Background: an optimization exercise with open tools, aiming at small area and few clock cycles per item. Do not read the settings as production practice. At most, simulation tests tie the RTL to the original design; equivalence was not proved. For run 1, only the layout was checked, not whether the RTL still works. Power and IR drop assume default switching activity.

**design/flow/config.mk**
```make
export PLATFORM = sky130hd
export DESIGN_NAME = subc_divide
export DESIGN_NICKNAME = subc_divide
export VERILOG_FILES = /design/flow/design.v
export SDC_FILE = /design/flow/constraint.sdc
export NUM_CORES = 4
export LEC_CHECK = 0
export CAP_MARGIN = 20
export CORE_MARGIN = 2
export CORE_UTILIZATION = 60
export CTS_BUF_LIST = sky130_fd_sc_hd__clkbuf_4 sky130_fd_sc_hd__clkbuf_8
export SLEW_MARGIN = 20
```
**design/flow/constraint.sdc**
```tcl
create_clock -name core_clock -period 8.0 [get_ports {clk}]
set_input_delay 1.6000 -clock core_clock [delete_from_list [all_inputs] [get_ports {clk}]]
set_output_delay 1.6000 -clock core_clock [all_outputs]
set_load 0.01 [all_outputs]
```
**design/flow/design.v**
```verilog
`timescale 1ns/1ps
module subc_divide(
    input  logic         clk,
    input  logic         rst,
    input  logic         invalid,
    output logic         inready,
    input  logic [31:0]  a,
    input  logic [31:0]  b,
    input  logic [5:0]   nbits,
    input  logic         outready,
    output logic         outvalid,
    output logic [31:0]  z
);
    logic [31:0] b_r;       
    logic [31:0] q_r;       
    logic [1:0]  d_r;       
    logic [3:0]  cnt;       
    logic        busy;      
    logic        ov;        
    assign inready  = ~busy & (~ov | outready);
    assign outvalid = ov;
    assign z        = q_r >> d_r;
    wire acc = invalid & inready;
    function automatic logic [33:0] step(input logic [32:0] ni, input logic [31:0] bi);
        logic [32:0] t, x, p, g, c, gg, pp, gn, pn, s;
        logic        neg;
        neg = ni[32];
        t   = {ni[31:0], 1'b0};
        x   = neg ? {1'b0, bi} : ~{1'b0, bi};
        p   = t ^ x;
        g   = t & x;
        gg  = {g[32:1], g[0] | (p[0] & ~neg)};    
        pp  = p;
        for (int l = 0; l < 6; l++) begin
            gn = gg;
            pn = pp;
            for (int i = 0; i < 33; i++)
                if (((i >> l) & 1) == 1) begin
                    gn[i] = gg[i] | (pp[i] & gg[((i >> l) << l) - 1]);
                    pn[i] = pp[i] & pp[((i >> l) << l) - 1];
                end
            gg = gn;
            pp = pn;
        end
        c   = {gg[31:0], ~neg};                    
        s   = p ^ c;
        step = {~s[32], s};
    endfunction
    wire [31:0] bs = busy ? b_r : b;
    logic [32:0] n_r;
    wire [33:0] s1 = step(n_r, b_r);
    wire [32:0] n1 = busy ? s1[32:0] : {1'b0, a};
    wire [33:0] s2 = step(n1, bs);
    wire [33:0] s3 = step(s2[32:0], bs);
    wire [2:0]  qb = {s1[33], s2[33], s3[33]};
    logic [3:0] m_in;
    logic [1:0] d_in;
    always_comb begin
        m_in = 4'd1;
        d_in = 2'd0;
        for (int i = 3; i <= 32; i++)
            if (nbits == 6'(i)) begin
                m_in = 4'(1 + (i + 2 - 2) / 3);
                d_in = 2'(2 + 3 * ((i + 2 - 2) / 3) - i);
            end
        if (nbits == 6'd1)
            d_in = 2'd1;
    end
    always_ff @(posedge clk) begin
        n_r <= s3[32:0];
        b_r <= bs;
        if (acc)
            d_r <= d_in;
        if (acc)
            q_r <= (nbits == 6'd0) ? 32'd0 : {30'd0, qb[1:0]};
        else if (busy)
            q_r <= {q_r[28:0], qb};
        if (~busy)
            cnt <= m_in - 4'd1;
        else
            cnt <= cnt - 4'd1;
    end
    always_ff @(posedge clk) begin
        if (rst) begin
            busy <= 1'b0;
            ov   <= 1'b0;
        end else if (busy) begin
            if (cnt == 4'd1) begin
                busy <= 1'b0;
                ov   <= 1'b1;
            end
        end else if (acc) begin
            busy <= (m_in > 4'd1);
            ov   <= (m_in == 4'd1);
        end else if (outready) begin
            ov   <= 1'b0;
        end
    end
endmodule
```
**design/flow/flow/run.sh**
```bash
#!/bin/bash
# Own layout flow: the standard synthesis, then the combinational logic
# (only) re-mapped for area by ABC (flip-flops kept as they are), then the
# standard layout steps, with the port buffers made of buf_1 cells.
# Each tool's output goes to a log file of its own in this folder.
set -euo pipefail
here=$(pwd)
F=$here/flow
R=$here/orfs/results/$FLOW_PLATFORM/subc_divide/base
LIB=$FLOW_HOME/platforms/sky130hd/lib/sky130_fd_sc_hd__tt_025C_1v80.lib
export BUFFER_PORTS_ARGS="-buffer_cell sky130_fd_sc_hd__buf_1"

bash standard.sh synth > log_1_standard_synth.log 2>&1
cp "$R/1_2_yosys.v" "$here/std_synth.v"

DONTUSE=""
while read -r c; do DONTUSE="$DONTUSE -dont_use $c"; done < "$F/dont_use.txt"
sed -e "s|{LIB}|$LIB|g" -e "s|{NETIN}|$here/std_synth.v|" -e "s|{NET1}|$here/resynth1.v|" \
    -e "s|{ABC}|$F/area.abc|" -e "s|{DONTUSE}|$DONTUSE|" "$F/resynth1.ys" > resynth1.ys
yosys -s resynth1.ys > log_2_resynth1.log 2>&1
sed -e "s|{LIB}|$LIB|g" -e "s|{NET1}|$here/resynth1.v|" -e "s|{NETOUT}|$here/resynth2.v|" \
    "$F/resynth2.ys" > resynth2.ys
yosys -s resynth2.ys > log_3_resynth2.log 2>&1

# same flip-flops, by name and cell, as the standard synthesis
grep -oE '^ *sky130_fd_sc_hd__e?dfxtp_1 +[^ ]+' std_synth.v | sort > regs_std.txt
grep -oE '^ *sky130_fd_sc_hd__e?dfxtp_1 +[^ ]+' resynth2.v | sort > regs_new.txt
cmp regs_std.txt regs_new.txt

cp resynth2.v "$R/1_2_yosys.v"
rm -f "$R/1_synth.odb" "$R/1_synth.sdc"
bash standard.sh finish > log_4_standard_layout.log 2>&1
```
**design/flow/flow/area.abc**
```
strash; dch; amap; topo
```
**design/flow/flow/dont_use.txt**
```
sky130_fd_sc_hd__probe_p_8
sky130_fd_sc_hd__probec_p_8
sky130_fd_sc_hd__lpflow_bleeder_1
sky130_fd_sc_hd__lpflow_clkbufkapwr_1
sky130_fd_sc_hd__lpflow_clkbufkapwr_16
sky130_fd_sc_hd__lpflow_clkbufkapwr_2
sky130_fd_sc_hd__lpflow_clkbufkapwr_4
sky130_fd_sc_hd__lpflow_clkbufkapwr_8
sky130_fd_sc_hd__lpflow_clkinvkapwr_1
sky130_fd_sc_hd__lpflow_clkinvkapwr_16
sky130_fd_sc_hd__lpflow_clkinvkapwr_2
sky130_fd_sc_hd__lpflow_clkinvkapwr_4
sky130_fd_sc_hd__lpflow_clkinvkapwr_8
sky130_fd_sc_hd__lpflow_decapkapwr_12
sky130_fd_sc_hd__lpflow_decapkapwr_3
sky130_fd_sc_hd__lpflow_decapkapwr_4
sky130_fd_sc_hd__lpflow_decapkapwr_6
sky130_fd_sc_hd__lpflow_decapkapwr_8
sky130_fd_sc_hd__lpflow_inputiso0n_1
sky130_fd_sc_hd__lpflow_inputiso0p_1
sky130_fd_sc_hd__lpflow_inputiso1n_1
sky130_fd_sc_hd__lpflow_inputiso1p_1
sky130_fd_sc_hd__lpflow_inputisolatch_1
sky130_fd_sc_hd__lpflow_isobufsrc_1
sky130_fd_sc_hd__lpflow_isobufsrc_16
sky130_fd_sc_hd__lpflow_isobufsrc_2
sky130_fd_sc_hd__lpflow_isobufsrc_4
sky130_fd_sc_hd__lpflow_isobufsrc_8
sky130_fd_sc_hd__lpflow_isobufsrckapwr_16
sky130_fd_sc_hd__lpflow_lsbuf_lh_hl_isowell_tap_1
sky130_fd_sc_hd__lpflow_lsbuf_lh_hl_isowell_tap_2
sky130_fd_sc_hd__lpflow_lsbuf_lh_hl_isowell_tap_4
sky130_fd_sc_hd__lpflow_lsbuf_lh_isowell_4
sky130_fd_sc_hd__lpflow_lsbuf_lh_isowell_tap_1
sky130_fd_sc_hd__lpflow_lsbuf_lh_isowell_tap_2
sky130_fd_sc_hd__lpflow_lsbuf_lh_isowell_tap_4
```
**design/flow/flow/resynth1.ys**
```
# Pass 1: turn the standard synthesis's combinational cells back into gates,
# keeping every flip-flop instance (name and cell) as it is, and map the
# logic again with an area-oriented ABC script.
read_liberty -ignore_miss_func {LIB}
blackbox sky130_fd_sc_hd__dfxtp_1 sky130_fd_sc_hd__edfxtp_1
read_verilog {NETIN}
hierarchy -top subc_divide
flatten -wb
delete t:$scopeinfo
rename -hide w:*.*
opt -purge
abc -liberty {LIB} -script {ABC} {DONTUSE}
opt_clean -purge
select subc_divide
write_verilog -noattr -nohex -nodec -selected {NET1}
```
**design/flow/flow/resynth2.ys**
```
# Pass 2: tie cells, buffers for pass-through wires and checks, as ORFS's
# synthesis does after its own ABC run.
read_liberty -lib {LIB}
read_verilog {NET1}
hierarchy -top subc_divide
hilomap -singleton -hicell sky130_fd_sc_hd__conb_1 HI -locell sky130_fd_sc_hd__conb_1 LO
splitnets
opt_clean -purge
insbuf -buf sky130_fd_sc_hd__buf_4 A X
check -assert -mapped
stat -liberty {LIB}
write_verilog -noattr -nohex -nodec {NETOUT}
```
**design/flow/standard.sh**
```bash
#!/bin/bash
# synth_recipe.tcl (not shown) runs the flow's synth.tcl, then flattens the netlist and writes it again
# the make line also repeats each setting of config.mk as NAME=value (left out here)
make -C /OpenROAD-flow-scripts/flow DESIGN_CONFIG=/design/flow/config.mk WORK_HOME=/design/flow/orfs CLKGATE_MAP_FILE= SYNTH_SCRIPT=/design/flow/synth_recipe.tcl "${@:-finish}"
```
==> results of run 1 <==
[how the worst max path moves through the flow]
stage	from	end	slack, ns	cells past startpoint
4_1_cts	n_r[32]	q_r[0]	-1.48	62
3_5_place_dp	n_r[32]	q_r[0]	-2.19	63
3_3_place_gp	n_r[32]	q_r[0]	-1.64	63
2_1_floorplan	n_r[32]	q_r[0]	-2.07	62
[layer usage]
metal / GRT overflow / GRT usage
met5: 0 / 0.294
met4: 81 / 0.938
met3: 1 / 0.651
met2: 96 / 0.998
met1: 0 / 0.823
[through the flow]
step | area (um2) | hold WS, ns | total power [mW]
after floorplan | 8170 | 0.437 | 3.48
after global placement | 10500 | 0.454 | 5.25
after detailed placement | 10500 | 0.470 | 5.41
after CTS | 11600 | 0.495 | 6.70
[timing repair]
action                                  CTS
resized for setup                        83
hold endpoints to repair                  0
pin swaps                                64
cloned                                    2
setup buffers                            74
endpoints found under the setup margin   29
[power by group through the flow]
stage	logic [mW]	clock network (mW)	registers, mW
floorplan	2.62	0	0.856
detailed placement	4.53	0	0.882
CTS	5.48	0.329	0.883
global placement	4.38	0	0.875
==> results by group, run 1 <==
Yosys
  • Net Count, Synth: 1,264
  • Synth Cell Area: 0.00788 mm2
  • Syn Inst Count: 1,190
  • Yosys warning count: 1
  • Syn_area_per_cell: 6.62 um2

Outcome
  • Stopped at: global routing (5_1_grt)
  • Status: did not finish
  • First error: [ERROR GRT-0232] Routing congestion too high. Check the congestion heatmap in the GUI.

Placed design
  • Routability Congestion: 0.939
  • Pre-CTS WS: -2.19 ns
  • Number of port buffers: 107
  • Detailed placer's ending HPWL: 19,300 um
  • Placed cell count: 1,701

Clock network
  • Clock root cell: clkbuf_8
  • CTS Buf Count: 9
  • Hold-fix buffers, CTS: 0
  • Worst-case clock buffer depth: 2
  • CTS H-tree depth: 3

Floorplanning
  • Initial Util: 0.619
  • Die W: 119 um
  • I/O pin count: 108
  • Cell Rows: 41
  • Die H: 119 um

Global route
  • Pin count of the biggest net entering global routing: 43
  • GRT Util Overall: 0.837
  • Gr ovfl total: 178

STA
  • Worst EP kind: sequential cell input
  • Critical endpoint after global-route timing repair: q_r[0]$_DFFE_PP_/D
==> run 2: changes to the inputs <==
==> design/flow/design.v (replaced) <==
`timescale 1ns/1ps
module subc_divide(
    input  logic         clk,
    input  logic         rst,
    input  logic         invalid,
    output logic         inready,
    input  logic [31:0]  a,
    input  logic [31:0]  b,
    input  logic [5:0]   nbits,
    input  logic         outready,
    output logic         outvalid,
    output logic [31:0]  z
);
    localparam int K  = 2;
    localparam int MS = (32 + K - 1) / K;      
    localparam int QW = K * MS;                
    localparam int DW = 1;                     
    localparam int CW = 5;                     
    logic [31:0]   b_r;       
    logic [32:0]   n_r;       
    logic [QW-1:0] q_r;       
    logic [DW-1:0] d_r;       
    logic [CW-1:0] cnt;       
    logic          busy;      
    logic          ov;        
    assign inready  = ~busy & (~ov | outready);
    assign outvalid = ov;
    assign z        = 32'(q_r >> d_r);
    wire acc = invalid & inready;
    function automatic logic [33:0] step(input logic [32:0] ni, input logic [31:0] bi);
        logic [32:0] t, x, p, g, c, gg, pp, gn, pn, s;
        logic        neg;
        neg = ni[32];
        t   = {ni[31:0], 1'b0};
        x   = neg ? {1'b0, bi} : ~{1'b0, bi};
        p   = t ^ x;
        g   = t & x;
        gg  = {g[32:1], g[0] | (p[0] & ~neg)};    
        pp  = p;
        for (int l = 0; l < 6; l++) begin
            gn = gg;
            pn = pp;
            for (int i = 0; i < 33; i++)
                if (((i >> l) & 1) == 1) begin
                    gn[i] = gg[i] | (pp[i] & gg[((i >> l) << l) - 1]);
                    pn[i] = pp[i] & pp[((i >> l) << l) - 1];
                end
            gg = gn;
            pp = pn;
        end
        c   = {gg[31:0], ~neg};                    
        s   = p ^ c;
        step = {~s[32], s};
    endfunction
    logic [32:0]  rs [0:K];
    logic [K-1:0] qb;
    wire  [31:0]  bs = busy ? b_r : b;
    assign rs[0] = busy ? n_r : {1'b0, a};
    for (genvar i = 0; i < K; i++) begin : g_step
        wire [33:0] st = step(rs[i], bs);
        assign qb[K-1-i] = st[33];
        assign rs[i+1]   = st[32:0];
    end
    logic [CW-1:0] m_in;
    logic [DW-1:0] d_in;
    always_comb begin
        m_in = '0;
        d_in = '0;
        for (int i = 0; i <= 32; i++)
            if (nbits == 6'(i)) begin
                m_in = CW'((i + K - 1) / K);
                d_in = DW'(K * ((i + K - 1) / K) - i);
            end
    end
    always_ff @(posedge clk) begin
        n_r <= rs[K];
        b_r <= bs;
        if (acc)
            d_r <= d_in;
        if (acc)
            q_r <= (nbits == 6'd0) ? '0 : QW'(qb);
        else if (busy)
            q_r <= {q_r[QW-1-K:0], qb};
        if (~busy)
            cnt <= m_in - CW'(1);
        else
            cnt <= cnt - CW'(1);
    end
    always_ff @(posedge clk) begin
        if (rst) begin
            busy <= 1'b0;
            ov   <= 1'b0;
        end else if (busy) begin
            if (cnt == CW'(1)) begin
                busy <= 1'b0;
                ov   <= 1'b1;
            end
        end else if (acc) begin
            busy <= (m_in > CW'(1));
            ov   <= (m_in <= CW'(1));
        end else if (outready) begin
            ov   <= 1'b0;
        end
    end
endmodule
--- a/design/flow/config.mk
+++ b/design/flow/config.mk
@@ -7,6 +7,6 @@
 export LEC_CHECK = 0
 export CAP_MARGIN = 20
 export CORE_MARGIN = 2
-export CORE_UTILIZATION = 60
+export CORE_UTILIZATION = 70
 export CTS_BUF_LIST = sky130_fd_sc_hd__clkbuf_4 sky130_fd_sc_hd__clkbuf_8
 export SLEW_MARGIN = 20
==> run 2 against run 1 <==
Effect of this change:
- now clean on timing, DRC and antenna
- synthesized cell count fell by 28%
- synthesized area shrank 22%
==> results by group, run 2 <==
Floorplanning
  • Die W: 97.9 um (-17%)
  • Core Area: 0.00864 mm2
  • I/O pin count: 108 (unchanged)
  • Initial Util: 0.715 (+0.0958)
  • Die H: 97.9 um (-17%)
  • Cell Rows: 34 (-17%)
  • Die Area: 0.00959 mm2

STA
  • Tmin final: 7.69 ns
  • Clock Skew: 0.00886 ns
  • Sum Neg Setup Slack: 0 ns
  • Worst slew pin tran: 0.961 ns
  • F_max: 130 MHz
  • Endpoints failing setup: 0
  • Tcrit/Tclk final: 0.961
  • Max-slew headroom: 0.359
  • Max-slew violations: 0
  • Hold Fails Final Rpt: 0

Yosys
  • Syn_area_per_cell: 7.21 um2 (+9.0%)
  • Syn Inst Count: 856 (-28%)
  • Synth Cell Area: 0.00617 mm2 (-22%)
  • Net Count, Synth: 930 (-26%)
  • Yosys warning count: 2 (+1)

Power and ir drop
  • Total power: 2.78 mW
  • Combinational cell fraction of total power: 0.600
  • Sequential power share: 0.282
  • Switch share: 0.473
  • Max VDD drop: 0.000246 V
  • Leak pwr: 2.64 nW
  • Sw power: 1.32 mW
  • Clk pwr share: 0.118
  • Pwr dens: 377 mW/mm2
  • Int Pwr: 1.46 mW

Clock network
  • Worst-case clock buffer depth: 2 (unchanged)
  • CTS clk-pin slew, worst paths: 0.11 ns
  • Clock root cell: clkbuf_8
  • # clock sinks: 105
  • CTS Buf Count: 9 (unchanged)
  • CTS H-tree depth: 3 (unchanged)
  • Worst-Skew Late Latency: 0.38 ns
  • CTS tree: done

Global route
  • GRT Util Overall: 0.355
  • Met2 Use GR: 0.610
  • Vias in the first global route: 6,509
  • Pin count of the biggest net entering global routing: 40
  • Global-route track usage on met3: 0.0465
  • Met1 usage: 0.442
  • GRT Max-Usage Layer: met2
  • Initial antenna violation count: 0
  • Gr ovfl total: 0
  • First-pass GRT wire length: 28,400 um

Layout
  • Synth-to-Final Area Change: 19.6%
  • Most flops, register: n_r
  • Max FFs per register: 33
  • Commonest non-fill, non-tap cell in the layout: nor2_1
  • Final core occ: 0.855
  • Largest registers: n_r x33, b_r x32, q_r x32
  • Leading cell types in the layout, fill and taps excluded: nor2_1, o22ai_1, buf_1
  • Antenna diode count: 0
  • Nets: 1,087
  • Share of cells above drive strength 1: 0.0874

Route
  • Vias: 7,081
  • WL/cell: 15.6 um
  • Vias per cell: 6.29
  • Drt drc: 0
  • Remaining antenna violation count after routing: 0
  • DR iter-0 viols: 408
  • DRT Pass-1 Iters: 5
  • Routed WL: 17,600 um

Critical path
  • CP peak stage delay: 0.35 ns
  • Critical path required time: 8.30 ns
  • Worst setup SP type: primary input
  • Setup slack, reg-to-reg: 0.47 ns
  • Worst path most repeated cell: buf_4
  • Worst setup EP type: flop
  • Setup CP Type: primary input to flop
  • Crit Path Max Fanout: 11
  • Slowest-stage cell, CP: o32a_1
  • Worst Path Arrival: 7.99 ns

Placed design
  • Number of port buffers: 107 (unchanged)
  • Routability Congestion: 0.963 (+2.5%)
  • Detailed placer's ending HPWL: 12,600 um (-35%)

Hold path
  • Worst Hold Class: flop to flop

Outcome
  • Status: finished clean

Run
  • Maxcap violations: 0
-- run 2: metal layers --
metal / share of wire / routed length (um)
met5: 0 / 0
met4: 0.039 / 682
met3: 0.085 / 1490
met2: 0.48 / 8440
met1: 0.40 / 7000
-- run 2: area by class of cell --
class                           count  area, um2
Multi-Input combinational cell    646       3520
Inverter                          105        404
Fill cell                         543       1250
Clock buffer                        9        124
Timing Repair Buffer              146        694
Sequential cell                   105       2440
Tap cell                          108        135
Clock inverter                      7       71.3
-- run 2: through the flow --
stage | hold WS, ns | setup slack [ns] | instance area, um2 | instances
global placement | 0.466 | -0.0248 | 7050 | 1105
finish | 0.494 | 0.313 | 7380 | 1126
floorplan | 0.448 | 0.00176 | 6260 | 856
global route | 0.529 | -0.0531 | 7380 | 1126
detailed placement | 0.483 | -0.394 | 7060 | 1105
CTS | 0.506 | 0.0253 | 7260 | 1121
-- run 2: path summary, 6_finish.rpt --
kind	from	endpoint	cells past startpoint
worst max-delay path	b[1]	n_r[29]	42
worst min-delay path	cnt[0]	cnt[0]	1
worst max register to register	busy	n_r[29]	41
worst min register to register	cnt[0]	cnt[0]	1
-- run 2: power by group through the flow --
stage | registers [mW] | clock network, mW | logic (mW)
3_5_place_dp | 0.794 | 0 | 1.52
4_1_cts | 0.782 | 0.326 | 1.54
3_3_place_gp | 0.788 | 0 | 1.45
2_1_floorplan | 0.779 | 0 | 1.08
5_1_grt | 0.796 | 0.344 | 1.83
6_report | 0.784 | 0.327 | 1.67
-- run 2: critical path: cells and delay by family --
family	cells	cell delay, ns
buffers and inverters	10	1.45
AOI/OAI and AO/OA	17	2.68
and+or+nand+nor	15	2.23
-- run 2: timing repair --
item                       CTS  global route
gates resized for setup      1            22
setup endpoints to repair    1            10
setup buffers                0             5
hold buffers                 0             0
pin swaps                    0            10
Testbench counts of run 2, summed over its fixed seeds: cycles 27,628, items 3,200.
==> run 3: changes to the inputs <==
--- a/design/flow/config.mk
+++ b/design/flow/config.mk
@@ -7,6 +7,7 @@
 export LEC_CHECK = 0
 export CAP_MARGIN = 20
 export CORE_MARGIN = 2
-export CORE_UTILIZATION = 70
+export CORE_UTILIZATION = 60
 export CTS_BUF_LIST = sky130_fd_sc_hd__clkbuf_4 sky130_fd_sc_hd__clkbuf_8
+export GPL_TIMING_DRIVEN = 0
 export SLEW_MARGIN = 20
==> run 3 against run 2 <==
Effect of this change:
- now fails the layout checks on negative setup slack
- clock-buffer cell count unchanged
- sequential share of layout area decreased by 0.82 points
- fmax is 4.3% lower
- die area up 16%
- critical path type unchanged
==> results by group, run 3 <==
Placed design
  • Pre-CTS WS: -2.77 ns (-2.38 ns)
  • Routability Congestion: 0.919 (-4.6%)
  • Detailed placer's ending HPWL: 11,300 um (-9.9%)
  • Number of port buffers: 107 (unchanged)
  • Dpl cell area: 0.00684 mm2 (-3.1%)

Yosys
  • Syn_area_per_cell: 7.21 um2 (unchanged)
  • Synth Cell Area: 0.00617 mm2 (unchanged)
  • Yosys warning count: 2 (unchanged)
  • Net Count, Synth: 930 (unchanged)
  • Syn Inst Count: 856 (unchanged)

STA
  • Clock Skew: 0.0152 ns (+0.00630 ns)
  • Sum Neg Setup Slack: -0.0348 ns (-0.0348 ns)
  • Max-slew headroom: 0.283 (-0.0761)
  • Endpoints failing setup: 1 (+1)
  • F_max: 124 MHz (-4.3%)
  • Setup WS post-layout: -0.0348 ns (-0.348 ns)
  • Unrepaired setup endpoints after global routing: yes
  • Tmin final: 8.03 ns (+0.348 ns)
  • Max-slew violations: 0 (unchanged)
  • Tcrit/Tclk final: 1.00 (+0.0435)
  • Worst slew pin tran: 1.07 ns (+0.114 ns)
  • Worst hold margin: 0.508 ns (+0.0142 ns)
  • Hold Fails Final Rpt: 0 (unchanged)

Floorplanning
  • Die H: 105 um (+7.7%)
  • Die Area: 0.0111 mm2 (+16%)
  • I/O pin count: 108 (unchanged)
  • Core Area: 0.0101 mm2 (+17%)
  • Cell Rows: 37 (+8.8%)
  • Die W: 105 um (+7.7%)
  • Initial Util: 0.609 (-0.106)

Critical path
  • Worst Path Arrival: 8.17 ns (+0.18 ns)
  • Setup CP Type: primary input to flop
  • Worst path most repeated cell: a21oi_2
  • Critical path required time: 8.14 ns (-0.16 ns)
  • CP peak stage delay: 0.42 ns (+0.07 ns)
  • Worst setup SP type: primary input
  • Slowest-stage cell, CP: o32a_1
  • Worst setup EP type: flop
  • Crit Path Max Fanout: 4 (-7)

Route
  • Vias per cell: 6.21 (-1.2%)
  • Drt drc: 0 (unchanged)
  • DR iter-0 viols: 535 (+31%)
  • DRT Pass-1 Iters: 5 (unchanged)
  • Routed WL: 18,700 um (+5.9%)
  • WL/cell: 16.2 um (+3.7%)
  • Remaining antenna violation count after routing: 0 (unchanged)
  • Vias: 7,146 (+0.92%)

Clock network
  • Worst-case clock buffer depth: 2 (unchanged)
  • CTS Buf Count: 9 (unchanged)
  • Worst-Skew Late Latency: 0.39 ns (about the same)
  • CTS clk-pin slew, worst paths: 0.11 ns (about the same)
  • CTS H-tree depth: 3 (unchanged)
  • CTS tree: done
  • # clock sinks: 105 (unchanged)
  • Hold-fix buffers, CTS: 0 (unchanged)
  • Clock root cell: clkbuf_8

Global route
  • Gr ovfl total: 0 (unchanged)
  • Pin count of the biggest net entering global routing: 73 (+83%)
  • GRT Util Overall: 0.317 (-0.0382)
  • First-pass GRT wire length: 28,600 um (+0.61%)
  • Vias in the first global route: 6,474 (-0.54%)
  • Initial antenna violation count: 0 (unchanged)

Power and ir drop
  • Total power: 2.90 mW (+4.3%)
  • Max VDD drop: 0.000240 V (-2.5%)
  • Leak pwr: 2.64 nW (about the same)
  • Pwr dens: 383 mW/mm2 (+1.7%)

Layout
  • Reg area: 0.00244 mm2 (unchanged)
  • # fillers: 809 (+49%)
  • Largest registers: n_r x33, b_r x32, q_r x32
  • Antenna diode count: 0 (unchanged)
  • Max FFs per register: 33 (unchanged)
  • Share of cells above drive strength 1: 0.0947 (+0.00725)
  • Post-route cell area: 0.00757 mm2 (+2.6%)
  • Most flops, register: n_r
  • Nets: 1,083 (-0.37%)
  • Commonest non-fill, non-tap cell in the layout: nor2_1
  • Multi-input logic area: 0.00367 mm2 (+4.3%)
  • Synth-to-Final Area Change: 22.6%
  • Leading cell types in the layout, fill and taps excluded: nor2_1, o22ai_1, buf_1

Outcome
  • Layout check faults: negative setup slack
  • Status: failed layout checks

Run
  • Maxcap violations: 0 (unchanged)

Hold path
  • Worst Hold Class: flop to flop
==> run 3: where the power goes <==
| part | leakage, nW | switching [mW] | total (mW) | internal, mW |
|---|---|---|---|---|
| registers | 0.941 | 0.0665 | 0.787 | 0.721 |
| clock network | 0.0803 | 0.202 | 0.318 | 0.116 |
| logic | 1.62 | 1.13 | 1.79 | 0.667 |
| total | 2.64 | 1.40 | 2.90 | 1.50 |
==> run 3: through the flow <==
step / cells / util
after floorplan: 856 / -
after global placement: 1099 / 0.674
after detailed placement: 1099 / 0.674
after CTS: 1130 / 0.716
after global routing: 1150 / 0.747
final: 1150 / 0.747
==> run 3: path summary, 6_finish.rpt <==
path	start	end	slack, ns	depth (start not counted)
worst max-delay path	b[1]	q_r[0]	-0.03	43
worst min-delay path	b_r[1]	b_r[1]	0.51	2
worst max register to register	busy	q_r[0]	0.13	42
worst min register to register	b_r[1]	b_r[1]	0.51	2
==> run 3: routing by layer <==
layer | routed length (um) | part of all wire | up-vias | global-route usage
met1 | 7520 | 0.40 | 3240 | 0.398
met3 | 1570 | 0.084 | 76 | 0.0353
met2 | 8840 | 0.47 | 360 | 0.537
li1 | - | - | 3470 | -
met5 | 0 | 0 | - | 0
met4 | 729 | 0.039 | 0 | 0.162
==> run 3: repair_timing <==
| item | in CTS | in global routing |
|---|---|---|
| buffers inserted | 13 | 20 |
| hold endpoints to repair | 0 | 0 |
| endpoints found under the setup margin | 28 | 11 |
| pin swaps | 9 | 21 |
| resized for setup | 23 | 32 |
| cloned | 2 | 0 |
==> run 3: final cells by class <==
class                   instances  area share
flip-flops and latches        105       0.322
well taps                     136      0.0225
repair buffers                140      0.0906
multi-input cells             647       0.485
inverters                     105      0.0562
repair inverters                1     0.00116
clock buffers                   9      0.0164
clock inverters                 7     0.00694
==> run 3: critical path: cells and delay by family <==
family / cells / cell delay (ns)
AOI/OAI and AO/OA: 18 / 3.42
and+or+nand+nor: 20 / 2.70
buffers and inverters: 5 / 0.45
==> run 4: changes to the inputs <==
==> design/flow/flow/area.abc (replaced) <==
strash
dc2
drwsat
dc2
dch
amap
strash
dc2
drwsat
dc2
dch
amap
topo
--- a/design/flow/config.mk
+++ b/design/flow/config.mk
@@ -9,5 +9,4 @@
 export CORE_MARGIN = 2
 export CORE_UTILIZATION = 60
 export CTS_BUF_LIST = sky130_fd_sc_hd__clkbuf_4 sky130_fd_sc_hd__clkbuf_8
-export GPL_TIMING_DRIVEN = 0
 export SLEW_MARGIN = 20
==> run 4 against run 3 <==
Effect of this change:
- synthesized cell count fell by 4.8%
- synthesized area decreased by 4.0%
- the run now fails in global routing (5_1_grt)
==> results by group, run 4 <==
Placed design
  • Routability Congestion: 0.906 (-1.4%)
  • Detailed placer's ending HPWL: 12,900 um (+14%)
  • Number of port buffers: 107 (unchanged)
  • Dpl cell area: 0.00786 mm2 (+15%)
  • Placed cell count: 1,203 (+9.5%)

Clock network
  • Hold-fix buffers, CTS: 0 (unchanged)
  • Clock root cell: clkbuf_8
  • CTS H-tree depth: 3 (unchanged)
  • Worst-case clock buffer depth: 2 (unchanged)
  • CTS Buf Count: 9 (unchanged)

Floorplanning
  • Cell Rows: 36 (-2.7%)
  • Initial Util: 0.612 (+0.00285)
  • Die W: 103 um (-2.0%)
  • I/O pin count: 108 (unchanged)
  • Die H: 103 um (-2.0%)

Outcome
  • Stopped at: global routing (5_1_grt)
  • Status: did not finish
  • First error: [ERROR DPL-0038] Utilization greater than 100%, impossible to legalize

STA
  • Worst EP kind: sequential cell input
  • Critical endpoint after global-route timing repair: q_r[0]$_DFFE_PP_/D

Yosys
  • Syn Inst Count: 815 (-4.8%)
  • Net Count, Synth: 889 (-4.4%)
  • Syn_area_per_cell: 7.27 um2 (+0.80%)
  • Yosys warning count: 2 (unchanged)
  • Synth Cell Area: 0.00593 mm2 (-4.0%)

Global route
  • Pin count of the biggest net entering global routing: 45
run 4: timing repair:
action                                  in CTS
resized for setup                           38
pin swaps                                   40
endpoints found under the setup margin      26
setup buffers                              118
run 4: worst max-delay path by stage:
stage               startpoint  depth (start not counted)  slack, ns     end
floorplan                 b[2]                         76      -3.59  q_r[0]
global placement          b[1]                         78      -3.14  q_r[0]
detailed placement        b[1]                         78      -3.81  q_r[0]
CTS                       b[0]                         78      -2.81  q_r[0]
run 4: stage by stage:
stage	setup slack (ns)	utilization	total power [mW]	TNS (ns)
2_1_floorplan	-3.59	-	1.93	-46.21
3_5_place_dp	-3.81	0.811	2.67	-52.24
4_1_cts	-2.81	0.939	3.65	-31.56
3_3_place_gp	-3.14	0.811	2.58	-37.88
run 4: power groups by stage:
stage	combinational (mW)	clock, mW	sequential, mW
after floorplan	1.14	0	0.789
after global placement	1.79	0	0.788
after detailed placement	1.87	0	0.796
after CTS	2.47	0.389	0.785
==> run 5: changes to the inputs <==
--- a/design/flow/config.mk
+++ b/design/flow/config.mk
@@ -7,6 +7,6 @@
 export LEC_CHECK = 0
 export CAP_MARGIN = 20
 export CORE_MARGIN = 2
-export CORE_UTILIZATION = 60
+export CORE_UTILIZATION = 50
 export CTS_BUF_LIST = sky130_fd_sc_hd__clkbuf_4 sky130_fd_sc_hd__clkbuf_8
 export SLEW_MARGIN = 20
==> run 5 against run 4 <==
Effect of this change:
- the run again fails in global routing (5_1_grt)
- synthesized cell count unchanged
- synthesized area unchanged
==> results by group, run 5 <==
Clock network
  • Hold-fix buffers, CTS: 0 (unchanged)
  • Worst-case clock buffer depth: 2 (unchanged)
  • Clock root cell: clkbuf_8
  • CTS Buf Count: 9 (unchanged)
  • CTS H-tree depth: 3 (unchanged)

Outcome
  • First error: [ERROR GRT-0232] Routing congestion too high. Check the congestion heatmap in the GUI.
  • Status: did not finish
  • Stopped at: global routing (5_1_grt)

Yosys
  • Net Count, Synth: 889 (unchanged)
  • Synth Cell Area: 0.00593 mm2 (unchanged)
  • Yosys warning count: 2 (unchanged)
  • Syn Inst Count: 815 (unchanged)
  • Syn_area_per_cell: 7.27 um2 (unchanged)

Global route
  • Pin count of the biggest net entering global routing: 49
  • Gr ovfl total: 24
  • GRT Util Overall: 0.777

STA
  • Worst EP kind: sequential cell input
  • Critical endpoint after global-route timing repair: q_r[0]$_DFFE_PP_/D

Placed design
  • Placed cell count: 1,217 (+1.2%)
  • Routability Congestion: 0.885 (-2.3%)
  • Detailed placer's ending HPWL: 12,400 um (-4.2%)
  • Number of port buffers: 107 (unchanged)

Floorplanning
  • Die H: 113 um (+9.2%)
  • Initial Util: 0.515 (-0.0973)
  • I/O pin count: 108 (unchanged)
  • Die W: 113 um (+9.2%)
  • Cell Rows: 39 (+8.3%)
## run 5: layer usage
layer	track usage	overflow
met5	0.200	0
met4	0.735	9
met3	0.618	0
met2	0.949	13
met1	0.801	2
## run 5: timing repair
| item | CTS |
|---|---|
| setup endpoints to repair | 25 |
| resized for setup | 90 |
| setup buffers | 298 |
| pin swaps | 44 |
| gates cloned | 0 |
## run 5: how the worst min path moves through the flow
| stage | start | endpoint | slack [ns] | cells after the start |
|---|---|---|---|---|
| 3_3_place_gp | cnt[3] | cnt[3] | 0.48 | 2 |
| 4_1_cts | cnt[3] | cnt[3] | 0.52 | 2 |
| 2_1_floorplan | b_r[0] | b_r[0] | 0.45 | 2 |
| 3_5_place_dp | cnt[3] | cnt[3] | 0.50 | 2 |
## run 5: power groups by stage
stage | logic [mW] | registers, mW | clock network (mW)
after CTS | 3.42 | 0.779 | 0.347
after detailed placement | 1.88 | 0.791 | 0
after global placement | 1.83 | 0.785 | 0
after floorplan | 1.14 | 0.789 | 0
## run 5: through the flow
stage	area, um2	hold WS, ns	setup slack, ns	setup TNS, ns
after detailed placement	7900	0.500	-3.72	-50.23
after CTS	10300	0.517	-2.78	-38.35
after global placement	7900	0.483	-3.28	-39.96
after floorplan	6160	0.445	-3.59	-46.21
==> run 6: changes to the inputs <==
--- a/design/flow/config.mk
+++ b/design/flow/config.mk
@@ -7,6 +7,6 @@
 export LEC_CHECK = 0
 export CAP_MARGIN = 20
 export CORE_MARGIN = 2
-export CORE_UTILIZATION = 50
+export CORE_UTILIZATION = 55
 export CTS_BUF_LIST = sky130_fd_sc_hd__clkbuf_4 sky130_fd_sc_hd__clkbuf_8
 export SLEW_MARGIN = 20
==> run 6 against run 5 <==
Effect of this change:
- the flow again stops in global routing (5_1_grt)
- synthesized cell count did not move
- synthesized area did not move
==> results by group, run 6 <==
Clock network
  • CTS H-tree depth: 3 (unchanged)
  • CTS Buf Count: 9 (unchanged)
  • Worst-case clock buffer depth: 2 (unchanged)
  • Clock root cell: clkbuf_8

Floorplanning
  • Die H: 108 um (-4.5%)
  • Initial Util: 0.571 (+0.0569)
  • Die W: 108 um (-4.5%)
  • Cell Rows: 37 (-5.1%)
  • I/O pin count: 108 (unchanged)

Outcome
  • Stopped at: global routing (5_1_grt)
  • Status: did not finish
  • First error: [ERROR GRT-0232] Routing congestion too high. Check the congestion heatmap in the GUI.

Global route
  • Gr ovfl total: 91
  • Pin count of the biggest net entering global routing: 34
  • GRT Util Overall: 0.786

Yosys
  • Synth Cell Area: 0.00593 mm2 (unchanged)
  • Net Count, Synth: 889 (unchanged)
  • Syn_area_per_cell: 7.27 um2 (unchanged)
  • Syn Inst Count: 815 (unchanged)
  • Yosys warning count: 2 (unchanged)

Placed design
  • Routability Congestion: 0.947 (+7.0%)
  • Detailed placer's ending HPWL: 13,000 um (+5.5%)
  • Number of port buffers: 107 (unchanged)
run 6: what timing repair did:
action | 4_1_cts
hold buffers | 0
resized for setup | 60
setup buffers | 147
setup endpoints to repair | 23
pin swaps | 41
run 6: metal layers:
layer,GRT overflow,GRT usage
met1,0,0.769
met3,1,0.602
met5,0,0.167
met4,48,0.869
met2,42,0.959
run 6: through the flow:
stage | area [um2] | hold slack, ns | setup WS [ns] | TNS, ns | instances
after floorplan | 6160 | 0.445 | -3.59 | -46.21 | 815
after global placement | 7980 | 0.476 | -3.22 | -39.53 | 1222
after CTS | 9480 | 0.517 | -2.56 | -33.20 | 1378
after detailed placement | 7980 | 0.490 | -3.54 | -45.97 | 1222
run 6: worst max path at each step:
stage | to | slack (ns) | depth (start not counted)
2_1_floorplan | q_r[0] | -3.59 | 76
3_5_place_dp | q_r[0] | -3.54 | 77
3_3_place_gp | q_r[0] | -3.22 | 78
4_1_cts | q_r[0] | -2.56 | 79
run 6: power by group through the flow:
stage                     Sequential (mW)  Combinational (mW)  Clock [mW]
after floorplan                     0.789                1.14           0
after global placement              0.789                1.83           0
after detailed placement            0.795                1.90           0
after CTS                           0.782                2.95       0.365
==> run 7: changes to the inputs <==
==> design/flow/flow/area.abc (replaced) <==
strash
dch
amap
strash
balance
dch
amap
topo
--- a/design/flow/config.mk
+++ b/design/flow/config.mk
@@ -7,6 +7,6 @@
 export LEC_CHECK = 0
 export CAP_MARGIN = 20
 export CORE_MARGIN = 2
-export CORE_UTILIZATION = 55
+export CORE_UTILIZATION = 60
 export CTS_BUF_LIST = sky130_fd_sc_hd__clkbuf_4 sky130_fd_sc_hd__clkbuf_8
 export SLEW_MARGIN = 20
==> run 7 against run 6 <==
Effect of this change:
- now clean on timing, DRC and antenna
- synthesized area up 3.7%
- synthesized cell count up 5.2%
==> results by group, run 7 <==
Power and ir drop
  • Total power: 2.96 mW
  • Leak pwr: 2.73 nW
  • Pwr dens: 391 mW/mm2
  • Max VDD drop: 0.000230 V

Critical path
  • CP peak stage delay: 0.36 ns
  • Slowest-stage cell, CP: nor4_4
  • Worst Path Arrival: 7.84 ns
  • Setup slack, reg-to-reg: 0.46 ns
  • Worst setup EP type: flop
  • Worst R2R Path Depth: 44
  • Buf/Inv on CP: 4
  • Worst setup SP type: primary input
  • Setup CP Type: primary input to flop
  • Reg2reg start: busy
  • Crit Path Max Fanout: 5
  • CP top delay family: simple AND/OR/NAND/NOR gates
  • R2r endpoint: q_r[0]
  • Critical path required time: 8.12 ns

Route
  • Vias: 7,034
  • DR iter-0 viols: 499
  • WL/cell: 14.9 um
  • Drt drc: 0
  • DRT Pass-1 Iters: 7
  • Routed WL: 17,300 um
  • Vias per cell: 6.07
  • Remaining antenna violation count after routing: 0

Floorplanning
  • Die H: 105 um (-2.4%)
  • I/O pin count: 108 (unchanged)
  • Initial Util: 0.623 (+0.0517)
  • Die Area: 0.0111 mm2
  • Die W: 105 um (-2.4%)
  • Cell Rows: 36 (-2.7%)
  • Core Area: 0.00986 mm2

Layout
  • Multi-input logic area: 0.00365 mm2
  • Share of cells above drive strength 1: 0.100
  • Commonest non-fill, non-tap cell in the layout: nor2_1
  • Leading cell types in the layout, fill and taps excluded: nor2_1, o22ai_1, buf_1
  • Most flops, register: n_r
  • Max FFs per register: 33
  • Antenna diode count: 0
  • # fillers: 760
  • Largest registers: n_r x33, b_r x32, q_r x32
  • Synth-to-Final Area Change: 23.2%
  • Post-Layout Cell Count: 1,158
  • Nets: 1,094
  • Reg area: 0.00244 mm2
  • Post-route cell area: 0.00757 mm2

Placed design
  • Routability Congestion: 0.944 (-0.38%)
  • Placed cell count: 1,132 (-7.4%)
  • Pre-CTS WS: -0.340 ns (+3.20 ns)
  • Dpl cell area: 0.00708 mm2 (-11%)
  • Number of port buffers: 107 (unchanged)
  • Detailed placer's ending HPWL: 12,100 um (-7.0%)

Global route
  • GRT Util Overall: 0.293
  • Vias in the first global route: 5,950
  • Initial antenna violation count: 0
  • First-pass GRT wire length: 26,800 um
  • Gr ovfl total: 0
  • Pin count of the biggest net entering global routing: 46

Yosys
  • Yosys warning count: 2 (unchanged)
  • Syn_area_per_cell: 7.17 um2 (-1.3%)
  • Syn Inst Count: 857 (+5.2%)
  • Synth Cell Area: 0.00615 mm2 (+3.7%)
  • Net Count, Synth: 931 (+4.7%)

STA
  • Endpoints failing setup: 0
  • Sum Neg Setup Slack: 0 ns
  • Hold Fails Final Rpt: 0
  • Tmin final: 7.72 ns
  • Max-slew headroom: 0.480
  • Max-slew violations: 0
  • Worst slew pin tran: 0.776 ns
  • Clock Skew: 0.00943 ns
  • Tcrit/Tclk final: 0.965
  • F_max: 130 MHz
  • Setup WS post-layout: 0.281 ns

Clock network
  • Worst-Skew Late Latency: 0.37 ns
  • CTS tree: done
  • CTS Buf Count: 9 (unchanged)
  • # clock sinks: 105
  • CTS clk-pin slew, worst paths: 0.11 ns
  • CTS H-tree depth: 3 (unchanged)
  • Clock root cell: clkbuf_8
  • Hold-fix buffers, CTS: 0 (unchanged)
  • Worst-case clock buffer depth: 2 (unchanged)

Hold path
  • End of the worst hold path: b_r[0]
  • Min-Delay Startpoint: b_r[0]
  • Hold Path Cell Cnt: 2
  • Worst Hold Class: flop to flop

Run
  • Maxcap violations: 0

Outcome
  • Status: finished clean
run 7: through the flow:
step | util | hold slack (ns)
detailed placement | 0.717 | 0.480
finish | 0.768 | 0.510
global route | 0.768 | 0.527
floorplan | - | 0.444
CTS | 0.738 | 0.505
global placement | 0.717 | 0.473
run 7: where the power goes:
group / internal [mW] / switching (mW) / total, mW
clock network: 0.154 / 0.189 / 0.343
logic: 0.711 / 1.13 / 1.84
registers: 0.724 / 0.0592 / 0.784
total: 1.59 / 1.37 / 2.96
run 7: worst max path at each step:
| stage | from | end | slack (ns) | cells after the start |
|---|---|---|---|---|
| floorplan | b[2] | q_r[0] | -0.20 | 43 |
| CTS | b[1] | q_r[0] | 0.05 | 45 |
| detailed placement | b[1] | q_r[0] | -0.34 | 45 |
| finish | b[1] | q_r[0] | 0.28 | 45 |
| global route | b[1] | q_r[0] | -0.21 | 44 |
| global placement | b[1] | q_r[0] | -0.02 | 45 |
run 7: area by class of cell:
| cell class | instances | share of cell area |
|---|---|---|
| Tap cell | 133 | 0.0220 |
| Clock inverter | 6 | 0.00842 |
| Timing Repair Buffer | 152 | 0.0993 |
| Clock buffer | 10 | 0.0182 |
| Inverter | 96 | 0.0491 |
| Multi-Input combinational cell | 656 | 0.482 |
| Sequential cell | 105 | 0.322 |
run 7: worst min-delay path: stages (launching register included):
cell and delay (ns):
dfxtp_1 0.34, o22ai_2 0.07, clkinv_1 0.08
run 7: metal layers:
metal,vias to the layer above,share of wire,GRT usage
met2,293,0.48,0.490
met4,0,0.024,0.110
met5,-,0,0
li1,3491,-,-
met1,3204,0.43,0.392
met3,46,0.071,0.0309
run 7: what timing repair did:
item	in CTS	in global routing
buffers inserted	0	10
gates resized for setup	0	49
endpoints found under the setup margin	0	9
==> run 8: changes to the inputs <==
==> design/flow/flow/area.abc (replaced) <==
strash; dch; amap; topo
==> run 8 against run 7 <==
Effect of this change:
- register-to-register slack gained 0.21 ns
- flip-flop and latch count is the same
- global-route usage grew 1.0 points
- combinational power shrank 15%
- fmax grew 3.0%
- cell area shrank 3.6%
- synthesized area grew 0.45%
- sequential power is essentially flat
- clock power is essentially flat
- critical path type unchanged
- critical endpoint unchanged
==> results by group, run 8 <==
Global route
  • Vias in the first global route: 6,194 (+4.1%)
  • Initial antenna violation count: 0 (unchanged)
  • First-pass GRT wire length: 27,700 um (+3.4%)
  • Pin count of the biggest net entering global routing: 48 (+4.3%)
  • GRT Util Overall: 0.303 (+0.0103)
  • Gr ovfl total: 0 (unchanged)

Critical path
  • Setup slack, reg-to-reg: 0.67 ns (+0.21 ns)
  • Worst path most repeated cell: nand2_1
  • Worst R2R Path Depth: 38 (-14%)
  • Setup CP Type: primary input to flop
  • CP peak stage delay: 0.39 ns (+0.03 ns)
  • Buf/Inv on CP: 6 (+2)
  • Worst Path Arrival: 7.62 ns (-0.22 ns)
  • Slowest-stage cell, CP: o32a_1
  • R2r endpoint: q_r[0]
  • Crit Path Max Fanout: 4 (-1)
  • Critical path required time: 8.13 ns (about the same)
  • CP top delay family: compound AO/OA/AOI/OAI gates
  • Reg2reg start: busy
  • Worst setup SP type: primary input
  • Worst setup EP type: flop

Route
  • DR iter-0 viols: 514 (+3.0%)
  • Routed WL: 16,900 um (-2.4%)
  • Drt drc: 0 (unchanged)
  • WL/cell: 14.8 um (-1.2%)
  • Vias: 6,862 (-2.4%)
  • DRT Pass-1 Iters: 5 (-2)
  • Remaining antenna violation count after routing: 0 (unchanged)
  • Vias per cell: 6.00 (-1.3%)

Layout
  • Multi-input logic area: 0.00348 mm2 (-4.7%)
  • Synth-to-Final Area Change: 18.3%
  • Leading cell types in the layout, fill and taps excluded: nor2_1, o22ai_1, buf_1
  • Nets: 1,077 (-1.6%)
  • Largest registers: n_r x33, b_r x32, q_r x32
  • Most flops, register: n_r
  • Final core occ: 0.721 (-0.0473)
  • # fillers: 858 (+13%)
  • Post-route cell area: 0.00731 mm2 (-3.6%)
  • Reg area: 0.00244 mm2 (unchanged)
  • Max FFs per register: 33 (unchanged)
  • Commonest non-fill, non-tap cell in the layout: nor2_1
  • Antenna diode count: 0 (unchanged)
  • Share of cells above drive strength 1: 0.0694 (-0.0310)

STA
  • Sum Neg Setup Slack: 0 ns (unchanged)
  • Worst slew pin tran: 0.974 ns (+0.198 ns)
  • Endpoints failing setup: 0 (unchanged)
  • Max-slew headroom: 0.351 (-0.129)
  • Tcrit/Tclk final: 0.937 (-0.0279)
  • Clock Skew: 0.00946 ns (+0.0000219 ns)
  • Max-slew violations: 0 (unchanged)
  • Setup WS post-layout: 0.504 ns (+0.223 ns)
  • F_max: 133 MHz (+3.0%)
  • Tmin final: 7.50 ns (-0.223 ns)
  • Hold Fails Final Rpt: 0 (unchanged)

Floorplanning
  • Die H: 105 um (+0.21%)
  • Initial Util: 0.609 (-0.0141)
  • Die W: 105 um (+0.21%)
  • Cell Rows: 37 (+2.8%)
  • Die Area: 0.0111 mm2 (+0.43%)
  • I/O pin count: 108 (unchanged)
  • Core Area: 0.0101 mm2 (+2.8%)

Yosys
  • Syn Inst Count: 856 (-0.12%)
  • Synth Cell Area: 0.00617 mm2 (+0.45%)
  • Syn_area_per_cell: 7.21 um2 (+0.57%)
  • Net Count, Synth: 930 (-0.11%)
  • Yosys warning count: 2 (unchanged)

Clock network
  • CTS clk-pin slew, worst paths: 0.10 ns (about the same)
  • Worst-case clock buffer depth: 2 (unchanged)
  • Clock root cell: clkbuf_8
  • Hold-fix buffers, CTS: 0 (unchanged)
  • CTS tree: done
  • # clock sinks: 105 (unchanged)
  • Worst-Skew Late Latency: 0.38 ns (about the same)
  • CTS Buf Count: 9 (unchanged)
  • CTS H-tree depth: 3 (unchanged)

Hold path
  • Worst Hold Class: flop to flop
  • Min-Delay Startpoint: cnt[0]
  • End of the worst hold path: cnt[0]
  • Hold Path Cell Cnt: 1 (-1)

Placed design
  • Detailed placer's ending HPWL: 12,200 um (+0.48%)
  • Number of port buffers: 107 (unchanged)
  • Pre-CTS WS: -0.194 ns (+0.147 ns)
  • Routability Congestion: 0.936 (-0.77%)
  • Dpl cell area: 0.00703 mm2 (-0.65%)

Outcome
  • Status: finished clean

Power and ir drop
  • Leak pwr: 2.58 nW (-5.2%)
  • Max VDD drop: 0.000214 V (-6.8%)
  • Pwr dens: 367 mW/mm2 (-6.2%)

Run
  • Maxcap violations: 0 (unchanged)
run 8: cell types whose count changed in the layout (fill, tap and decap cells not counted), sizes merged, moves of 4 or more:
| cell | before | now |
|---|---|---|
| a21oi | 72 | 87 |
| a22oi | 1 | 8 |
| buf | 152 | 136 |
| clkinv | 97 | 106 |
| nand2 | 80 | 59 |
| o21a | 9 | 5 |
| o21ai | 67 | 61 |
run 8: worst max-delay path by stage:
stage | start | to | cells after the start
final | b[1] | q_r[0] | 43
after global routing | b[1] | q_r[0] | 43
after CTS | b[1] | q_r[0] | 43
after detailed placement | b[1] | q_r[0] | 43
after global placement | b[1] | q_r[0] | 43
after floorplan | b[1] | q_r[0] | 42
run 8: per-stage QoR:
stage | power (mW) | hold WS [ns] | instances
after floorplan | 1.86 | 0.448 | 856
after global placement | 2.20 | 0.465 | 1125
after detailed placement | 2.26 | 0.475 | 1125
after CTS | 2.61 | 0.491 | 1141
after global routing | 2.91 | 0.526 | 1144
final | 2.68 | 0.495 | 1144
run 8: area by class of cell:
type                       count  area share
multi-input combinational    646       0.476
sequential                   105       0.333
timing repair buffer         136      0.0848
inverter                     105      0.0553
tap                          136      0.0233
clock buffer                  10      0.0180
clock inverter                 6     0.00925
run 8: where the power goes:
part	internal (mW)	total [mW]	switching (mW)
Clock	0.150	0.341	0.191
Sequential	0.720	0.783	0.0624
Combinational	0.573	1.56	0.986
Total	1.44	2.68	1.24
run 8: repair_timing:
action / 4_1_cts / 5_1_grt
endpoints found under the setup margin: 0 / 10
setup buffers: 0 / 3
resized for setup: 0 / 14
run 8: layer usage:
| layer | track usage | vias up | wire (um) |
|---|---|---|---|
| met5 | 0 | - | 0 |
| met4 | 0.121 | 0 | 353 |
| met3 | 0.0433 | 29 | 950 |
| met2 | 0.498 | 216 | 8020 |
| met1 | 0.403 | 3155 | 7550 |
| li1 | - | 3462 | - |
==> run 9: changes to the inputs <==
--- a/design/flow/config.mk
+++ b/design/flow/config.mk
@@ -5,8 +5,8 @@
 export SDC_FILE = /design/flow/constraint.sdc
 export NUM_CORES = 4
 export LEC_CHECK = 0
-export CAP_MARGIN = 20
+export CAP_MARGIN = 0
 export CORE_MARGIN = 2
 export CORE_UTILIZATION = 60
 export CTS_BUF_LIST = sky130_fd_sc_hd__clkbuf_4 sky130_fd_sc_hd__clkbuf_8
-export SLEW_MARGIN = 20
+export SLEW_MARGIN = 0
==> run 9 against run 8 <==
Effect of this change:
- still clean on timing, DRC and antenna
- synthesized area unchanged
- fmax unchanged
- die area unchanged
- power unchanged
- register-to-register slack about the same
- critical path depth unchanged
==> results by group, run 9 <==
Critical path
  • Critical path required time: 8.13 ns (about the same)
  • Reg2reg start: busy
  • CP peak stage delay: 0.39 ns (about the same)
  • Setup slack, reg-to-reg: 0.67 ns (about the same)
  • CP endpoint: q_r[0]
  • Worst path most repeated cell: nand2_1
  • CP top delay family: compound AO/OA/AOI/OAI gates
  • Crit Path Max Fanout: 4 (unchanged)
  • Buf/Inv on CP: 6 (unchanged)
  • Worst Path Arrival: 7.62 ns (about the same)
  • Worst R2R Path Depth: 38 (unchanged)
  • Setup CP Type: primary input to flop
  • Slowest-stage cell, CP: o32a_1
  • Worst setup EP type: flop
  • WP depth: 43 (unchanged)
  • R2r endpoint: q_r[0]
  • Crit. Startpoint: b[1]
  • Worst setup SP type: primary input

Clock network
  • CTS Buf Count: 9 (unchanged)
  • CTS clk-pin slew, worst paths: 0.10 ns (about the same)
  • Worst-case clock buffer depth: 2 (unchanged)
  • CTS tree: done
  • # clock sinks: 105 (unchanged)
  • Clock root cell: clkbuf_8
  • CTS H-tree depth: 3 (unchanged)
  • Worst-Skew Late Latency: 0.38 ns (about the same)

Floorplanning
  • I/O pin count: 108 (unchanged)
  • Cell Rows: 37 (unchanged)
  • Initial Util: 0.609 (unchanged)
  • Die Area: 0.0111 mm2 (unchanged)
  • Die H: 105 um (unchanged)
  • Die W: 105 um (unchanged)
  • Core Area: 0.0101 mm2 (unchanged)

STA
  • Max-slew violations: 0 (unchanged)
  • Tcrit/Tclk final: 0.937 (unchanged)
  • Worst hold margin: 0.495 ns (unchanged)
  • Max-slew headroom: 0.351 (unchanged)
  • Clock Skew: 0.00946 ns (unchanged)
  • Worst slew pin tran: 0.974 ns (unchanged)
  • Hold Fails Final Rpt: 0 (unchanged)
  • Tmin final: 7.50 ns (unchanged)
  • Endpoints failing setup: 0 (unchanged)
  • F_max: 133 MHz (unchanged)

Layout
  • Post-route cell area: 0.00731 mm2 (unchanged)
  • Most flops, register: n_r
  • Final core occ: 0.721 (unchanged)
  • Leading cell types in the layout, fill and taps excluded: nor2_1, o22ai_1, buf_1
  • # fillers: 858 (unchanged)
  • Synth-to-Final Area Change: 18.3% (unchanged)
  • Post-Layout Cell Count: 1,144 (unchanged)
  • Multi-input logic area: 0.00348 mm2 (unchanged)
  • Share of cells above drive strength 1: 0.0694 (unchanged)
  • Max FFs per register: 33 (unchanged)
  • Reg area: 0.00244 mm2 (unchanged)
  • Commonest non-fill, non-tap cell in the layout: nor2_1
  • Nets: 1,077 (unchanged)
  • Antenna diode count: 0 (unchanged)
  • Largest registers: n_r x33, b_r x32, q_r x32

Route
  • DR iter-0 viols: 514 (unchanged)
  • Vias per cell: 6.00 (unchanged)
  • Routed WL: 16,900 um (unchanged)
  • WL/cell: 14.8 um (unchanged)
  • Vias: 6,862 (unchanged)
  • DRT Pass-1 Iters: 5 (unchanged)
  • Drt drc: 0 (unchanged)
  • Remaining antenna violation count after routing: 0 (unchanged)

Placed design
  • Number of port buffers: 107 (unchanged)
  • Routability Congestion: 0.936 (unchanged)
  • Placed cell count: 1,125 (unchanged)
  • Detailed placer's ending HPWL: 12,200 um (unchanged)
  • Dpl cell area: 0.00703 mm2 (unchanged)

Yosys
  • Synth Cell Area: 0.00617 mm2 (unchanged)
  • Net Count, Synth: 930 (unchanged)
  • Yosys warning count: 2 (unchanged)
  • Syn_area_per_cell: 7.21 um2 (unchanged)
  • Syn Inst Count: 856 (unchanged)

Global route
  • Pin count of the biggest net entering global routing: 48 (unchanged)
  • First-pass GRT wire length: 27,700 um (unchanged)
  • Vias in the first global route: 6,194 (unchanged)
  • Initial antenna violation count: 0 (unchanged)
  • Gr ovfl total: 0 (unchanged)
  • GRT Util Overall: 0.303 (unchanged)

Hold path
  • Worst Hold Class: flop to flop

Power and ir drop
  • Total power: 2.68 mW (unchanged)
  • Max VDD drop: 0.000214 V (unchanged)
  • Leak pwr: 2.58 nW (unchanged)
  • Pwr dens: 367 mW/mm2 (unchanged)

Run
  • Maxcap violations: 0 (unchanged)

Outcome
  • Status: finished clean
## run 9: cell counts in the layout (fill, tap and decap cells not counted)
Identical to the previous run, type by type.
## run 9: stage by stage
| stage | setup slack, ns | setup TNS [ns] |
|---|---|---|
| floorplan | 0.00176 | 0 |
| global placement | 0.0141 | 0 |
| detailed placement | -0.194 | -0.261 |
| CTS | 0.0849 | 0 |
| global route | -0.0540 | -0.0540 |
| finish | 0.504 | 0 |
## run 9: worst reg2reg max path: cells and delay by family, from the launching register on
family	cells	cell delay, ns
AO/OA/AOI/OAI	17	3.35
flip-flops	1	0.72
AND/OR/NAND/NOR	16	2.07
buffers and inverters	5	0.94
## run 9: power breakdown
part | total (mW) | internal [mW] | switching [mW]
Combinational | 1.56 | 0.573 | 0.986
Clock | 0.341 | 0.150 | 0.191
Sequential | 0.783 | 0.720 | 0.0624
Total | 2.68 | 1.44 | 1.24
## run 9: worst min-delay path by stage
stage                     depth (start not counted)      to  slack [ns]   start
after global routing                              1  cnt[0]        0.53  cnt[0]
after CTS                                         1  cnt[0]        0.49  cnt[0]
after global placement                            1  cnt[0]        0.46  cnt[0]
after detailed placement                          1  cnt[0]        0.48  cnt[0]
after floorplan                                   1  cnt[0]        0.45  cnt[0]
final                                             1  cnt[0]        0.49  cnt[0]
## run 9: layout make-up
type                    instances  share of cell area
clock buffers                  10              0.0180
clock inverters                 6             0.00925
inverters                     105              0.0553
multi-input cells             646               0.476
flip-flops and latches        105               0.333
well taps                     136              0.0233
repair buffers                136              0.0848
## run 9: timing repair
action | CTS | global route
hold buffers | 0 | 0
endpoints found under the setup margin | 0 | 10
setup buffers | 0 | 3
resized for setup | 0 | 14
## run 9: metal layers
| metal | global-route usage | routed length [um] |
|---|---|---|
| met1 | 0.403 | 7550 |
| met2 | 0.498 | 8020 |
| met3 | 0.0433 | 950 |
| met4 | 0.121 | 353 |
| met5 | 0 | 0 |
==> run 10: changes to the inputs <==
--- a/design/flow/config.mk
+++ b/design/flow/config.mk
@@ -7,6 +7,6 @@
 export LEC_CHECK = 0
 export CAP_MARGIN = 0
 export CORE_MARGIN = 2
-export CORE_UTILIZATION = 60
+export CORE_UTILIZATION = 55
 export CTS_BUF_LIST = sky130_fd_sc_hd__clkbuf_4 sky130_fd_sc_hd__clkbuf_8
 export SLEW_MARGIN = 0
==> run 10 against run 9 <==
Effect of this change:
- still clean on timing, DRC and antenna
- clock power up 1%
- via count down 2.3%
- sequential share of layout area down 0.22 points
- largest cell class unchanged
- critical path depth down 1
==> results by group, run 10 <==
Critical path
  • Buf/Inv on CP: 7 (+1)
  • Worst setup SP type: primary input
  • CP top delay family: compound AO/OA/AOI/OAI gates
  • Worst setup EP type: flop
  • Worst R2R Path Depth: 37 (-2.6%)
  • Setup slack, reg-to-reg: 0.82 ns (+0.15 ns)
  • CP peak stage delay: 0.39 ns (about the same)
  • Critical path required time: 8.33 ns (+0.20 ns)
  • Worst path most repeated cell: nand2_1
  • R2r endpoint: n_r[29]
  • Slowest-stage cell, CP: o32a_1
  • Worst Path Arrival: 7.78 ns (+0.16 ns)
  • Crit Path Max Fanout: 8 (+4)
  • Reg2reg start: busy
  • Setup CP Type: primary input to flop

Layout
  • Leading cell types in the layout, fill and taps excluded: nor2_1, o22ai_1, buf_1
  • Synth-to-Final Area Change: 19.1%
  • Largest registers: n_r x33, b_r x32, q_r x32
  • Antenna diode count: 0 (unchanged)
  • Post-route cell area: 0.00735 mm2 (+0.65%)
  • Nets: 1,082 (+0.46%)
  • Share of cells above drive strength 1: 0.0770 (+0.00755)
  • Max FFs per register: 33 (unchanged)
  • Commonest non-fill, non-tap cell in the layout: nor2_1
  • Most flops, register: n_r

Route
  • DRT Pass-1 Iters: 5 (unchanged)
  • Vias: 6,704 (-2.3%)
  • DR iter-0 viols: 415 (-19%)
  • Drt drc: 0 (unchanged)
  • Remaining antenna violation count after routing: 0 (unchanged)
  • Routed WL: 17,100 um (+1.3%)
  • Vias per cell: 5.81 (-3.1%)
  • WL/cell: 14.8 um (+0.52%)

Clock network
  • Worst-Skew Late Latency: 0.40 ns (+0.02 ns)
  • # clock sinks: 105 (unchanged)
  • CTS clk-pin slew, worst paths: 0.11 ns (about the same)
  • Clock root cell: clkbuf_8
  • CTS Buf Count: 9 (unchanged)
  • Worst-case clock buffer depth: 2 (unchanged)
  • CTS tree: done
  • Hold-fix buffers, CTS: 0 (unchanged)
  • CTS H-tree depth: 3 (unchanged)

STA
  • Max-slew violations: 0 (unchanged)
  • F_max: 134 MHz (+0.62%)
  • Endpoints failing setup: 0 (unchanged)
  • Hold Fails Final Rpt: 0 (unchanged)
  • Clock Skew: 0.0141 ns (+0.00467 ns)
  • Tcrit/Tclk final: 0.931 (-0.00576)
  • Unrepaired setup endpoints after global routing: no
  • Tmin final: 7.45 ns (-0.0461 ns)
  • Max-slew headroom: 0.337 (-0.0138)
  • Setup WS post-layout: 0.550 ns (+0.0461 ns)
  • Worst slew pin tran: 0.994 ns (+0.0207 ns)

Placed design
  • Pre-CTS WS: -0.246 ns (-0.0526 ns)
  • Number of port buffers: 107 (unchanged)
  • Detailed placer's ending HPWL: 12,200 um (+0.34%)
  • Routability Congestion: 0.907 (-3.1%)
  • Dpl cell area: 0.00708 mm2 (+0.71%)

Floorplanning
  • Core Area: 0.0109 mm2 (+7.4%)
  • Initial Util: 0.567 (-0.0419)
  • Die H: 110 um (+4.3%)
  • Die W: 110 um (+4.3%)
  • I/O pin count: 108 (unchanged)
  • Die Area: 0.0121 mm2 (+8.7%)
  • Cell Rows: 38 (+2.7%)

Power and ir drop
  • Pwr dens: 366 mW/mm2 (-0.41%)
  • Leak pwr: 2.62 nW (+1.3%)
  • Max VDD drop: 0.000225 V (+5.1%)

Yosys
  • Synth Cell Area: 0.00617 mm2 (unchanged)
  • Syn_area_per_cell: 7.21 um2 (unchanged)
  • Yosys warning count: 2 (unchanged)
  • Net Count, Synth: 930 (unchanged)
  • Syn Inst Count: 856 (unchanged)

Global route
  • Gr ovfl total: 0 (unchanged)
  • Vias in the first global route: 6,079 (-1.9%)
  • Pin count of the biggest net entering global routing: 52 (+8.3%)
  • Initial antenna violation count: 0 (unchanged)
  • GRT Util Overall: 0.287 (-0.0157)
  • First-pass GRT wire length: 27,400 um (-0.92%)

Hold path
  • Hold Path Cell Cnt: 1 (unchanged)
  • End of the worst hold path: cnt[0]
  • Worst Hold Class: flop to flop
  • Min-Delay Startpoint: cnt[0]

Outcome
  • Status: finished clean

Run
  • Maxcap violations: 0 (unchanged)
-- run 10: cell types whose count changed in the layout (fill, tap and decap cells not counted), sizes merged --
cell      before  now
buf          136  141
inv            3    7
bufinv         1    0
clkbuf        10    9
clkinv       106  105
clkinvlp       1    0
-- run 10: worst max-delay path by stage --
stage	startpoint	to	slack [ns]	cells past startpoint
2_1_floorplan	b[1]	q_r[0]	0.002	42
3_3_place_gp	b[1]	q_r[0]	0.04	43
3_5_place_dp	b[1]	q_r[0]	-0.25	43
4_1_cts	b[1]	q_r[0]	0.18	43
5_1_grt	b[1]	n_r[29]	0.02	42
6_report	b[1]	n_r[29]	0.55	42
-- run 10: layout make-up --
type,instances,area (um2)
Timing Repair Buffer,141,657
Tap cell,140,175
Clock buffer,9,124
Inverter,105,404
Fill cell,966,3530
Multi-Input combinational cell,646,3480
Clock inverter,7,76.3
Sequential cell,105,2440
-- run 10: repair_timing --
action	4_1_cts	5_1_grt
setup endpoints to repair	0	9
gates resized for setup	0	16
setup buffers	0	2
-- run 10: stage by stage --
step / util / TNS [ns] / std cells / total power [mW] / hold slack (ns)
2_1_floorplan: - / 0 / 856 / 1.86 / 0.448
3_3_place_gp: 0.650 / 0 / 1135 / 2.24 / 0.468
3_5_place_dp: 0.650 / -0.390 / 1135 / 2.28 / 0.476
4_1_cts: 0.669 / 0 / 1151 / 2.63 / 0.491
5_1_grt: 0.675 / 0 / 1153 / 2.93 / 0.541
6_report: 0.675 / 0 / 1153 / 2.69 / 0.488
-- run 10: power breakdown --
part	total [mW]	leakage, nW	internal [mW]	switching [mW]
clock	0.346	0.103	0.126	0.220
combinational	1.57	1.57	0.589	0.976
sequential	0.778	0.941	0.720	0.0577
total	2.69	2.62	1.44	1.25
-- run 10: layer usage --
layer / vias up / wire, um / global-route usage
met4: 0 / 383 / 0.118
met3: 32 / 1190 / 0.0451
met1: 2975 / 7630 / 0.374
met5: - / 0 / 0
met2: 233 / 7890 / 0.474
li1: 3464 / - / -

what the ideal ports hide:
The flow's constraints put no driver on any port. The routed layouts listed below were extracted and timed again, unchanged, in two steps.
Step 1: set_driving_cell puts a clkbuf_16 on clk and a buf_2 on each other input, an assumption about the parent block.
Step 2 times the ports against the registers' clock, not the clock port: input delays grow and output delays shrink by t, the midpoint of the rising clock arrivals with the driver on.
a / b / c = ideal ports / drivers / drivers and shift; a / b = the first two.
run | t, ns | slack for setup (ns) | worst register clock-pin slew, ns
run 2 | 0.405 | 0.313 / 0.323 / -0.082 | 0.11 / 0.11
run 3 | 0.420 | -0.035 / -0.057 / -0.478 | 0.11 / 0.11
run 7 | 0.403 | 0.281 / 0.297 / -0.106 | 0.11 / 0.11
run 8 | 0.410 | 0.504 / 0.517 / 0.107 | 0.10 / 0.10
run 9 | 0.410 | 0.504 / 0.517 / 0.107 | 0.10 / 0.10
run 10 | 0.434 | 0.550 / 0.565 / 0.131 | 0.12 / 0.12
With both steps, setup timing fails in run 2 and run 7, where it was met with ideal ports. For run 3, which loses most, drivers alone change the setup slack by -0.022 ns; drivers and shift together by -0.443 ns.
